This is an optimization exercise on Yosys and OpenROAD, whose aim is small area, a short achievable clock period and few clock cycles, not a production implementation.
The RTL was checked by simulation tests, not by an equivalence proof against the original design.
Power figures rest on the tool's default switching activity, not on a simulated workload.

==> v22: inputs <==
==> flow/design.v (excerpt) <==
module CHIP ( clk,
              rst_n,
              mem_read_D,
              mem_write_D,
              mem_addr_D,
              mem_wdata_D,
              mem_rdata_D,
              mem_ready_D,
              mem_read_I,
              mem_write_I,
              mem_addr_I,
              mem_wdata_I,
              mem_rdata_I,
              mem_ready_I,
              DCACHE_addr,
              DCACHE_wdata,
              DCACHE_wen,
              PC
            );
==> flow/config.mk <==
export PLATFORM = sky130hd
export DESIGN_NAME = CHIP
export DESIGN_NICKNAME = CHIP
export VERILOG_FILES = /design/flow/design.v
export SDC_FILE = /design/flow/constraint.sdc
export NUM_CORES = 4
export LEC_CHECK = 0
export ABC_CLOCK_PERIOD_IN_PS = 5000
export CAP_MARGIN = 20
export CORE_MARGIN = 2
export CORE_UTILIZATION = 55
export SLEW_MARGIN = 20
==> flow/constraint.sdc <==
create_clock -name core_clock -period 20.0 [get_ports {clk}]
set_input_delay 4.0000 -clock core_clock [delete_from_list [all_inputs] [get_ports {clk}]]
set_output_delay 4.0000 -clock core_clock [all_outputs]
set_load 0.01 [all_outputs]
standard.sh (not shown) runs the stock make flow with config.mk's settings and CLKGATE_MAP_FILE= SYNTH_SCRIPT=/design/flow/synth_recipe.tcl, a recipe that flattens the netlist after the stock synthesis.
==> flow/flow/run.sh <==
#!/bin/bash
# The standard layout (standard.sh: standard synthesis, floorplan, placement,
# CTS, routing, finish) with two changes:
#  - timing repair aims for a setup margin of 14.2 ns on the 20 ns constraint
#    instead of 0, so that the repair steps after CTS and global routing size
#    and buffer the slowest paths;
#  - the buffers that global placement puts on every input and output port are
#    sky130_fd_sc_hd__buf_4 cells.
# The make output of the whole run goes to standard_finish.log; ORFS keeps
# each step's log under orfs/logs/.
set -euo pipefail
bash standard.sh SETUP_SLACK_MARGIN=14.2 "BUFFER_PORTS_ARGS=-buffer_cell sky130_fd_sc_hd__buf_4" finish > standard_finish.log 2>&1
==> inputs of v6, as changes to v22 <==
--- a/flow/design.v
+++ b/flow/design.v
@@ -298,21 +298,27 @@
 output  [31:0]  DCACHE_wdata;
 output          DCACHE_wen;
 output  [31:0]  PC;
     wire rst = ~rst_n;
     genvar gi, gj;
-    reg  [31:0] pc;
+    reg  [13:0] pc;             
     reg         ifid_v;
     reg         ifid_pred;      
+    reg  [6:0]  ifid_op;        
+    reg  [4:0]  ifid_rs1;       
+    reg  [4:0]  ifid_rs2;
     reg  [31:0] ifid_win;       
-    reg  [31:0] ifid_pc;
+    reg  [13:0] ifid_pc;
     reg         ex_regwrite, ex_memtoreg, ex_memread, ex_memwrite;
     reg         ex_branch, ex_jump, ex_jalr, ex_alusrc;
     reg  [1:0]  ex_aluop;
     reg  [2:0]  ex_funct3;
     reg         ex_funct7;
-    reg  [31:0] ex_rs1v, ex_rs2v, ex_imm, ex_pc;
+    reg  [31:0] ex_rs1v, ex_rs2v;
+    reg  [12:0] ex_imm13;       
+    wire [31:0] ex_imm = {{19{ex_imm13[12]}}, ex_imm13};
+    reg  [13:0] ex_pc;
     reg         ex_c;
     reg  [4:0]  ex_rd;
     reg         ex_fa_mem, ex_fa_wb, ex_fb_mem, ex_fb_wb;
     reg         m_regwrite, m_memtoreg, m_memread, m_memwrite;
     reg  [31:0] m_res, m_rs2v;
@@ -359,18 +365,25 @@
     wire         f_hit1 = l_ok[f_idx];
     wire         f_hit2 = l_nok[f_idx];
     wire         f_strad = (f_off == 3'd7) & ~f_c;
     wire         f_hit  = f_hit1 & (~f_strad | f_hit2);
     wire [9:0]   f_mline = f_hit1 ? f_linep : pc[13:4];
-    wire [31:0]  pc_p2 = pc + 32'd2;
-    wire [31:0]  pc_p4 = pc + 32'd4;
+    wire [13:0]  pc_p2 = pc + 14'd2;
+    wire [13:0]  pc_p4 = pc + 14'd4;
     reg  [1:0]   btb_v;
     reg  [12:0]  btb_tag [0:1];    
     reg  [13:0]  btb_tgt [0:1];    
     wire         f_bi   = pc[2];
     wire         f_btb  = btb_v[f_bi] & (btb_tag[f_bi] == pc[13:1]);
-    wire [31:0]  f_btgt = {18'd0, btb_tgt[f_bi]};
+    wire [13:0]  f_btgt = btb_tgt[f_bi];
+    wire [31:0]  f_inst;
+    Decompressor Decompressor_IF (
+        .PC_2    (1'b0  ),
+        .inst_raw(f_win ),
+        .inst    (f_inst),
+        .compr   (      )
+    );
     wire         f_live;           
     wire         f_req  = f_live & (~f_hit | (f_hit1 & ~f_hit2 & ~f_btb & (f_off >= 3'd2)));
     always @(posedge clk) begin
         if (rst) begin
             ic_busy  <= 1'b0;
@@ -426,11 +439,11 @@
     );
     wire        id_c = (ifid_win[1:0] != 2'b11);
     wire        c_jalr, c_jal, c_branch, c_memread, c_memtoreg, c_memwrite, c_alusrc, c_regwrite;
     wire [1:0]  c_aluop;
     Control Control (
-        .Op_i      (id_inst[6:0]),
+        .Op_i      (ifid_op     ),
         .NoOp_i    (1'b0        ),
         .jalr_o    (c_jalr      ),
         .jal_o     (c_jal       ),
         .RegWrite_o(c_regwrite  ),
         .MemtoReg_o(c_memtoreg  ),
@@ -443,12 +456,12 @@
     wire [31:0] id_imm;
     Imm_Gen Imm_Gen (
         .instruction_i(id_inst),
         .imm_o        (id_imm )
     );
-    wire [4:0]  id_rs1 = id_inst[19:15];
-    wire [4:0]  id_rs2 = id_inst[24:20];
+    wire [4:0]  id_rs1 = ifid_rs1;
+    wire [4:0]  id_rs2 = ifid_rs2;
     wire [4:0]  id_rd  = id_inst[11:7];
     wire [31:0] rf [0:31];
     wire [31:0] rf_wd = rst ? 32'd0 : w_data;
     assign rf[0] = 32'd0;
     generate
@@ -467,28 +480,28 @@
     wire        ld_stall  = ifid_v & ex_memread & (ex_rd == id_rs1 | ex_rd == id_rs2);
     wire        id_jalr   = ifid_v & c_jalr;
     wire        id_jal    = ifid_v & c_jal & ~ifid_pred & ~ld_stall;
     wire [31:0] id_cjimm  = {{21{ifid_win[12]}}, ifid_win[8], ifid_win[10:9], ifid_win[6], ifid_win[7], ifid_win[2], ifid_win[11], ifid_win[5:3], 1'b0};
     wire [31:0] id_jjimm  = {{12{ifid_win[31]}}, ifid_win[19:12], ifid_win[20], ifid_win[30:21], 1'b0};
-    wire [31:0] id_cjt    = ifid_pc + id_cjimm;
-    wire [31:0] id_jjt    = ifid_pc + id_jjimm;
-    wire [31:0] id_jt     = id_c ? id_cjt : id_jjt;
+    wire [13:0] id_cjt    = ifid_pc + id_cjimm[13:0];
+    wire [13:0] id_jjt    = ifid_pc + id_jjimm[13:0];
+    wire [13:0] id_jt     = id_c ? id_cjt : id_jjt;
     wire [31:0] ex_alu;
     wire        ex_taken;
     wire        ex_redirect = ex_taken | ex_jalr;
-    wire [31:0] ex_jt       = ex_a + ex_imm;
-    wire [31:0] ex_bt       = ex_pc + ex_imm;
-    wire [31:0] ex_link     = ex_pc + (ex_c ? 32'd2 : 32'd4);
-    wire [31:0] ex_target   = ex_jalr ? ex_jt : ex_bt;
+    wire [13:0] ex_jt       = ex_a[13:0] + ex_imm[13:0];
+    wire [13:0] ex_bt       = ex_pc + ex_imm[13:0];
+    wire [13:0] ex_link     = ex_pc + (ex_c ? 14'd2 : 14'd4);
+    wire [13:0] ex_target   = ex_jalr ? ex_jt : ex_bt;
     assign f_live = ~id_jal & ~id_jalr;
     wire id_fa_mem = ex_regwrite & (ex_rd != 5'd0) & (ex_rd == id_rs1);
     wire id_fb_mem = ex_regwrite & (ex_rd != 5'd0) & (ex_rd == id_rs2);
     wire id_fa_wb  = m_regwrite  & (m_rd  != 5'd0) & (m_rd  == id_rs1);
     wire id_fb_wb  = m_regwrite  & (m_rd  != 5'd0) & (m_rd  == id_rs2);
     always @(posedge clk) begin
         if (rst) begin
-            pc     <= 32'd0;
+            pc     <= 14'd0;
             ifid_v <= 1'b0;
         end else if (!dstall) begin
             if (ex_redirect) begin
                 pc     <= ex_target;
                 ifid_v <= 1'b0;
@@ -507,10 +520,13 @@
     end
     always @(posedge clk) begin
         if (!dstall && !ex_redirect && !ld_stall) begin
             ifid_win  <= f_win;
             ifid_pred <= f_btb;
+            ifid_op   <= f_inst[6:0];
+            ifid_rs1  <= f_inst[19:15];
+            ifid_rs2  <= f_inst[24:20];
         end
     end
     always @(posedge clk) begin
         if (rst)
             btb_v <= 2'd0;
@@ -518,16 +534,16 @@
             btb_v[ifid_pc[2]] <= 1'b1;
     end
     always @(posedge clk) begin
         if (!dstall && !ex_redirect && id_jal) begin
             btb_tag[ifid_pc[2]] <= ifid_pc[13:1];
-            btb_tgt[ifid_pc[2]] <= id_jt[13:0];
+            btb_tgt[ifid_pc[2]] <= id_jt;
         end
     end
     always @(posedge clk) begin
         if (rst)
-            ifid_pc <= 32'd0;
+            ifid_pc <= 14'd0;
         else if (!dstall && !ex_redirect && !ld_stall)
             ifid_pc <= pc;
     end
     wire id_go = ifid_v & ~ld_stall & ~ex_redirect;
     always @(posedge clk) begin
@@ -550,11 +566,11 @@
             ex_aluop  <= c_aluop;
             ex_funct3 <= id_inst[14:12];
             ex_funct7 <= id_inst[30];
             ex_rs1v   <= id_rs1v;
             ex_rs2v   <= id_rs2v;
-            ex_imm    <= id_imm;
+            ex_imm13  <= id_imm[12:0];
             ex_pc     <= ifid_pc;
             ex_c      <= id_c;
             ex_rd     <= id_rd;
             ex_fa_mem <= id_fa_mem;
             ex_fa_wb  <= id_fa_wb & ~id_fa_mem;
@@ -591,103 +607,99 @@
             m_memwrite <= ex_memwrite;
         end
     end
     always @(posedge clk) begin
         if (!dstall) begin
-            m_res  <= ex_jump ? ex_link : ex_alu;
+            m_res  <= ex_jump ? {18'd0, ex_link} : ex_alu;
             m_addr <= ex_alu[13:2];
             m_rs2v <= ex_bf;
             m_rd   <= ex_rd;
         end
     end
-    reg  [3:0]   dc_valid, dc_dirty;
-    reg  [1:0]   dc_lru;             
+    reg  [1:0]   dc_valid, dc_dirty;
+    reg          dc_lru;             
     reg          dc_vw;              
     reg          dc_rd_q, dc_wr_q;   
     reg          dc_wbp;             
     reg  [9:0]   dc_maddr, dc_wbaddr;
     reg  [127:0] dc_wdata_q;
-    wire [127:0] dc_data [0:3];      
-    wire [8:0]   dc_tag  [0:3];
-    wire         d_set  = m_addr[4];
-    wire [8:0]   d_tag  = m_addr[13:5];
+    wire [127:0] dc_data [0:1];
+    wire [9:0]   dc_tag  [0:1];      
+    wire [9:0]   d_tag  = m_addr[13:4];
     wire [1:0]   d_word = m_addr[3:2];
-    wire         d_h0   = dc_valid[{d_set,1'b0}] & (dc_tag[{d_set,1'b0}] == d_tag);
-    wire         d_h1   = dc_valid[{d_set,1'b1}] & (dc_tag[{d_set,1'b1}] == d_tag);
+    wire         d_h0   = dc_valid[0] & (dc_tag[0] == d_tag);
+    wire         d_h1   = dc_valid[1] & (dc_tag[1] == d_tag);
     wire         d_hit  = d_h0 | d_h1;
     wire         d_acc  = m_memread | m_memwrite;
     assign       dstall = d_acc & ~d_hit;
-    wire         d_lw    = dc_lru[d_set];
-    wire [1:0]   d_vi    = {d_set, d_lw};           
-    wire [1:0]   d_fi    = {d_set, dc_vw};          
-    wire         d_vdirty = dc_valid[d_vi] & dc_dirty[d_vi];
+    wire         d_vdirty = dc_valid[dc_lru] & dc_dirty[dc_lru];
     wire         d_start = dstall & ~dc_rd_q & ~dc_wbp;
     wire         d_rdone = dc_rd_q & mem_ready_D;
-    wire [127:0] d_line0 = dc_data[{d_set, 1'b0}];
-    wire [127:0] d_line1 = dc_data[{d_set, 1'b1}];
+    wire [127:0] d_line0 = dc_data[0];
+    wire [127:0] d_line1 = dc_data[1];
     wire [31:0]  d_w0 = d_line0[32*d_word +: 32];
     wire [31:0]  d_w1 = d_line1[32*d_word +: 32];
     wire [31:0]  d_word_m = d_h1 ? d_w1 : d_w0;
     wire [31:0]  d_load = {d_word_m[7:0], d_word_m[15:8], d_word_m[23:16], d_word_m[31:24]};
     wire [31:0]  d_swdata = {m_rs2v[7:0], m_rs2v[15:8], m_rs2v[23:16], m_rs2v[31:24]};
     always @(posedge clk) begin
         if (rst) begin
             dc_rd_q  <= 1'b0;
             dc_wr_q  <= 1'b0;
             dc_wbp   <= 1'b0;
-            dc_valid <= 4'd0;
-            dc_dirty <= 4'd0;
-            dc_lru   <= 2'd0;
+            dc_valid <= 2'd0;
+            dc_dirty <= 2'd0;
+            dc_lru   <= 1'b0;
         end else begin
             if (d_start) begin
                 dc_rd_q <= 1'b1;
-                dc_valid[d_vi] <= 1'b0;
+                dc_valid[dc_lru] <= 1'b0;
                 if (d_vdirty)
                     dc_wbp <= 1'b1;
             end
             if (d_rdone) begin
                 dc_rd_q <= 1'b0;
-                dc_valid[d_fi] <= 1'b1;
-                dc_dirty[d_fi] <= 1'b0;
+                dc_valid[dc_vw] <= 1'b1;
+                dc_dirty[dc_vw] <= 1'b0;
                 if (dc_wbp)
                     dc_wr_q <= 1'b1;
             end
             if (dc_wr_q && mem_ready_D) begin
                 dc_wr_q <= 1'b0;
                 dc_wbp  <= 1'b0;
             end
             if (d_acc && d_hit) begin
-                dc_lru[d_set] <= ~d_h1;
+                dc_lru <= ~d_h1;
                 if (m_memwrite)
-                    dc_dirty[{d_set, d_h1}] <= 1'b1;
+                    dc_dirty[d_h1] <= 1'b1;
             end
         end
     end
     always @(posedge clk) begin
         if (d_start) begin
-            dc_vw      <= d_lw;
+            dc_vw      <= dc_lru;
             dc_maddr   <= m_addr[13:4];
-            dc_wbaddr  <= {dc_tag[d_vi], d_set};
-            dc_wdata_q <= dc_data[d_vi];
+            dc_wbaddr  <= dc_tag[dc_lru];
+            dc_wdata_q <= dc_data[dc_lru];
         end else if (d_rdone) begin
             dc_maddr   <= dc_wbaddr;
         end
     end
     generate
-        for (gi = 0; gi < 4; gi = gi + 1) begin : g_dcline
-            reg [8:0] t;
+        for (gi = 0; gi < 2; gi = gi + 1) begin : g_dcline
+            reg [9:0] t;
             always @(posedge clk) begin
-                if (dc_rd_q && d_fi == gi)
+                if (dc_rd_q && dc_vw == gi)
                     t <= d_tag;
             end
             assign dc_tag[gi] = t;
             for (gj = 0; gj < 4; gj = gj + 1) begin : g_word
                 reg [31:0] d;
                 always @(posedge clk) begin
-                    if (dc_rd_q && d_fi == gi)
+                    if (dc_rd_q && dc_vw == gi)
                         d <= mem_rdata_D[32*gj +: 32];
-                    else if (m_memwrite && !dc_rd_q && d_set == gi/2 && ((gi%2) ? d_h1 : d_h0) && d_word == gj)
+                    else if (m_memwrite && !dc_rd_q && ((gi == 1) ? d_h1 : d_h0) && d_word == gj)
                         d <= d_swdata;
                 end
                 assign dc_data[gi][32*gj +: 32] = d;
             end
         end
@@ -710,7 +722,7 @@
         if (!dstall) begin
             w_rd   <= m_rd;
             w_data <= m_memtoreg ? d_load : m_res;
         end
     end
-    assign PC = ifid_pc;
+    assign PC = {18'd0, ifid_pc};
 endmodule
==> flow/flow/run.sh (replaced) <==
#!/bin/bash
# The standard layout (standard.sh: standard synthesis, floorplan, placement,
# CTS, routing, finish) with two changes:
#  - timing repair aims for a setup margin of 14.2 ns on the 20 ns constraint
#    instead of 0, so that the repair steps after CTS and global routing size
#    and buffer the slowest paths;
#  - the buffers that global placement puts on every input and output port are
#    sky130_fd_sc_hd__buf_2 cells.
# The make output of the whole run goes to standard_finish.log; ORFS keeps
# each step's log under orfs/logs/.
set -euo pipefail
bash standard.sh SETUP_SLACK_MARGIN=14.2 "BUFFER_PORTS_ARGS=-buffer_cell sky130_fd_sc_hd__buf_2" finish > standard_finish.log 2>&1
- CTS_CLUSTER_DIAMETER: not set -> 80
- CTS_CLUSTER_SIZE: not set -> 24
==> inputs of v31, as changes to v22 <==
- CORE_UTILIZATION: 55 -> 62
==> inputs of v3, as changes to v22 <==
--- a/flow/design.v
+++ b/flow/design.v
@@ -298,21 +298,25 @@
 output  [31:0]  DCACHE_wdata;
 output          DCACHE_wen;
 output  [31:0]  PC;
     wire rst = ~rst_n;
     genvar gi, gj;
-    reg  [31:0] pc;
+    reg  [13:0] pc;             
     reg         ifid_v;
     reg         ifid_pred;      
+    reg  [6:0]  ifid_op;        
+    reg  [4:0]  ifid_rs1;       
+    reg  [4:0]  ifid_rs2;
     reg  [31:0] ifid_win;       
-    reg  [31:0] ifid_pc;
+    reg  [13:0] ifid_pc;
     reg         ex_regwrite, ex_memtoreg, ex_memread, ex_memwrite;
     reg         ex_branch, ex_jump, ex_jalr, ex_alusrc;
     reg  [1:0]  ex_aluop;
     reg  [2:0]  ex_funct3;
     reg         ex_funct7;
-    reg  [31:0] ex_rs1v, ex_rs2v, ex_imm, ex_pc;
+    reg  [31:0] ex_rs1v, ex_rs2v, ex_imm;
+    reg  [13:0] ex_pc;
     reg         ex_c;
     reg  [4:0]  ex_rd;
     reg         ex_fa_mem, ex_fa_wb, ex_fb_mem, ex_fb_wb;
     reg         m_regwrite, m_memtoreg, m_memread, m_memwrite;
     reg  [31:0] m_res, m_rs2v;
@@ -359,18 +363,25 @@
     wire         f_hit1 = l_ok[f_idx];
     wire         f_hit2 = l_nok[f_idx];
     wire         f_strad = (f_off == 3'd7) & ~f_c;
     wire         f_hit  = f_hit1 & (~f_strad | f_hit2);
     wire [9:0]   f_mline = f_hit1 ? f_linep : pc[13:4];
-    wire [31:0]  pc_p2 = pc + 32'd2;
-    wire [31:0]  pc_p4 = pc + 32'd4;
+    wire [13:0]  pc_p2 = pc + 14'd2;
+    wire [13:0]  pc_p4 = pc + 14'd4;
     reg  [1:0]   btb_v;
     reg  [12:0]  btb_tag [0:1];    
     reg  [13:0]  btb_tgt [0:1];    
     wire         f_bi   = pc[2];
     wire         f_btb  = btb_v[f_bi] & (btb_tag[f_bi] == pc[13:1]);
-    wire [31:0]  f_btgt = {18'd0, btb_tgt[f_bi]};
+    wire [13:0]  f_btgt = btb_tgt[f_bi];
+    wire [31:0]  f_inst;
+    Decompressor Decompressor_IF (
+        .PC_2    (1'b0  ),
+        .inst_raw(f_win ),
+        .inst    (f_inst),
+        .compr   (      )
+    );
     wire         f_live;           
     wire         f_req  = f_live & (~f_hit | (f_hit1 & ~f_hit2 & ~f_btb & (f_off >= 3'd2)));
     always @(posedge clk) begin
         if (rst) begin
             ic_busy  <= 1'b0;
@@ -426,11 +437,11 @@
     );
     wire        id_c = (ifid_win[1:0] != 2'b11);
     wire        c_jalr, c_jal, c_branch, c_memread, c_memtoreg, c_memwrite, c_alusrc, c_regwrite;
     wire [1:0]  c_aluop;
     Control Control (
-        .Op_i      (id_inst[6:0]),
+        .Op_i      (ifid_op     ),
         .NoOp_i    (1'b0        ),
         .jalr_o    (c_jalr      ),
         .jal_o     (c_jal       ),
         .RegWrite_o(c_regwrite  ),
         .MemtoReg_o(c_memtoreg  ),
@@ -443,12 +454,12 @@
     wire [31:0] id_imm;
     Imm_Gen Imm_Gen (
         .instruction_i(id_inst),
         .imm_o        (id_imm )
     );
-    wire [4:0]  id_rs1 = id_inst[19:15];
-    wire [4:0]  id_rs2 = id_inst[24:20];
+    wire [4:0]  id_rs1 = ifid_rs1;
+    wire [4:0]  id_rs2 = ifid_rs2;
     wire [4:0]  id_rd  = id_inst[11:7];
     wire [31:0] rf [0:31];
     wire [31:0] rf_wd = rst ? 32'd0 : w_data;
     assign rf[0] = 32'd0;
     generate
@@ -467,28 +478,28 @@
     wire        ld_stall  = ifid_v & ex_memread & (ex_rd == id_rs1 | ex_rd == id_rs2);
     wire        id_jalr   = ifid_v & c_jalr;
     wire        id_jal    = ifid_v & c_jal & ~ifid_pred & ~ld_stall;
     wire [31:0] id_cjimm  = {{21{ifid_win[12]}}, ifid_win[8], ifid_win[10:9], ifid_win[6], ifid_win[7], ifid_win[2], ifid_win[11], ifid_win[5:3], 1'b0};
     wire [31:0] id_jjimm  = {{12{ifid_win[31]}}, ifid_win[19:12], ifid_win[20], ifid_win[30:21], 1'b0};
-    wire [31:0] id_cjt    = ifid_pc + id_cjimm;
-    wire [31:0] id_jjt    = ifid_pc + id_jjimm;
-    wire [31:0] id_jt     = id_c ? id_cjt : id_jjt;
+    wire [13:0] id_cjt    = ifid_pc + id_cjimm[13:0];
+    wire [13:0] id_jjt    = ifid_pc + id_jjimm[13:0];
+    wire [13:0] id_jt     = id_c ? id_cjt : id_jjt;
     wire [31:0] ex_alu;
     wire        ex_taken;
     wire        ex_redirect = ex_taken | ex_jalr;
-    wire [31:0] ex_jt       = ex_a + ex_imm;
-    wire [31:0] ex_bt       = ex_pc + ex_imm;
-    wire [31:0] ex_link     = ex_pc + (ex_c ? 32'd2 : 32'd4);
-    wire [31:0] ex_target   = ex_jalr ? ex_jt : ex_bt;
+    wire [13:0] ex_jt       = ex_a[13:0] + ex_imm[13:0];
+    wire [13:0] ex_bt       = ex_pc + ex_imm[13:0];
+    wire [13:0] ex_link     = ex_pc + (ex_c ? 14'd2 : 14'd4);
+    wire [13:0] ex_target   = ex_jalr ? ex_jt : ex_bt;
     assign f_live = ~id_jal & ~id_jalr;
     wire id_fa_mem = ex_regwrite & (ex_rd != 5'd0) & (ex_rd == id_rs1);
     wire id_fb_mem = ex_regwrite & (ex_rd != 5'd0) & (ex_rd == id_rs2);
     wire id_fa_wb  = m_regwrite  & (m_rd  != 5'd0) & (m_rd  == id_rs1);
     wire id_fb_wb  = m_regwrite  & (m_rd  != 5'd0) & (m_rd  == id_rs2);
     always @(posedge clk) begin
         if (rst) begin
-            pc     <= 32'd0;
+            pc     <= 14'd0;
             ifid_v <= 1'b0;
         end else if (!dstall) begin
             if (ex_redirect) begin
                 pc     <= ex_target;
                 ifid_v <= 1'b0;
@@ -507,10 +518,13 @@
     end
     always @(posedge clk) begin
         if (!dstall && !ex_redirect && !ld_stall) begin
             ifid_win  <= f_win;
             ifid_pred <= f_btb;
+            ifid_op   <= f_inst[6:0];
+            ifid_rs1  <= f_inst[19:15];
+            ifid_rs2  <= f_inst[24:20];
         end
     end
     always @(posedge clk) begin
         if (rst)
             btb_v <= 2'd0;
@@ -518,16 +532,16 @@
             btb_v[ifid_pc[2]] <= 1'b1;
     end
     always @(posedge clk) begin
         if (!dstall && !ex_redirect && id_jal) begin
             btb_tag[ifid_pc[2]] <= ifid_pc[13:1];
-            btb_tgt[ifid_pc[2]] <= id_jt[13:0];
+            btb_tgt[ifid_pc[2]] <= id_jt;
         end
     end
     always @(posedge clk) begin
         if (rst)
-            ifid_pc <= 32'd0;
+            ifid_pc <= 14'd0;
         else if (!dstall && !ex_redirect && !ld_stall)
             ifid_pc <= pc;
     end
     wire id_go = ifid_v & ~ld_stall & ~ex_redirect;
     always @(posedge clk) begin
@@ -591,11 +605,11 @@
             m_memwrite <= ex_memwrite;
         end
     end
     always @(posedge clk) begin
         if (!dstall) begin
-            m_res  <= ex_jump ? ex_link : ex_alu;
+            m_res  <= ex_jump ? {18'd0, ex_link} : ex_alu;
             m_addr <= ex_alu[13:2];
             m_rs2v <= ex_bf;
             m_rd   <= ex_rd;
         end
     end
@@ -710,7 +724,7 @@
         if (!dstall) begin
             w_rd   <= m_rd;
             w_data <= m_memtoreg ? d_load : m_res;
         end
     end
-    assign PC = ifid_pc;
+    assign PC = {18'd0, ifid_pc};
 endmodule
- CORE_UTILIZATION: 55 -> 60
- CTS_CLUSTER_DIAMETER: not set -> 80
- CTS_CLUSTER_SIZE: not set -> 24
==> summary of the runs <==
- Of v31 and v3, v31 has the higher first-iteration DRC count (gap about 16%, measured against v3).
- Between v6 and v31, the lower synthesized area is in v6 (gap 12%, measured against v31).
- Between v6 and v3, the lower clock power is in v6 (gap 9.5%, measured against v3).
- Between v6 and v31, the lower power is in v6 (gap about 25%, measured against v31).
- Die area, highest first: v22, v3, v31, v6.
- Combinational power, lowest first: v6, v3, v22, v31.
- The lowest clock skew belongs to v6, the highest to v31.
- Critical path depth: v3 is higher than v6 (1).
Testbench counts of v22, summed over its fixed seeds: cycles 1,310,546.
Testbench counts of v6, summed over its fixed seeds: cycles 1,368,894.
Testbench counts of v31, summed over its fixed seeds: cycles 1,310,546.
Testbench counts of v3, summed over its fixed seeds: cycles 1,310,546.

[port drivers added, routing unchanged]
In the flow no input, the clock included, has a driving cell. The finished layouts below were timed again as built, in two steps.
Step 1 sets driving cells, clkbuf_16 on the clock port and buf_2 on the other inputs (assumed; they add their load-dependent delay and slew).
Step 2 adds t to the input delays and takes it off the output delays; t is the mean of the earliest and latest rising clock arrival at the registers after step 1. Input paths then give back, and output paths get back, about the clock's delay inside the block.
Three values: ideal ports, drivers, drivers and shift; two values: the first two.
run	t (ns)	setup slack, ns	latest minus earliest clock arrival (ns)
v22	1.044	14.091 / 14.061 / 13.117	0.082 / 0.082
v6	0.970	14.130 / 14.113 / 13.186	0.082 / 0.082
v31	1.068	14.016 / 14.016 / 13.084	0.154 / 0.154
v3	0.986	14.198 / 14.090 / 13.290	0.076 / 0.076
After both steps setup and hold are still met in every run listed. The setup slack of v22, which loses most, moves by -0.030 ns with the drivers and by -0.974 ns with both steps.
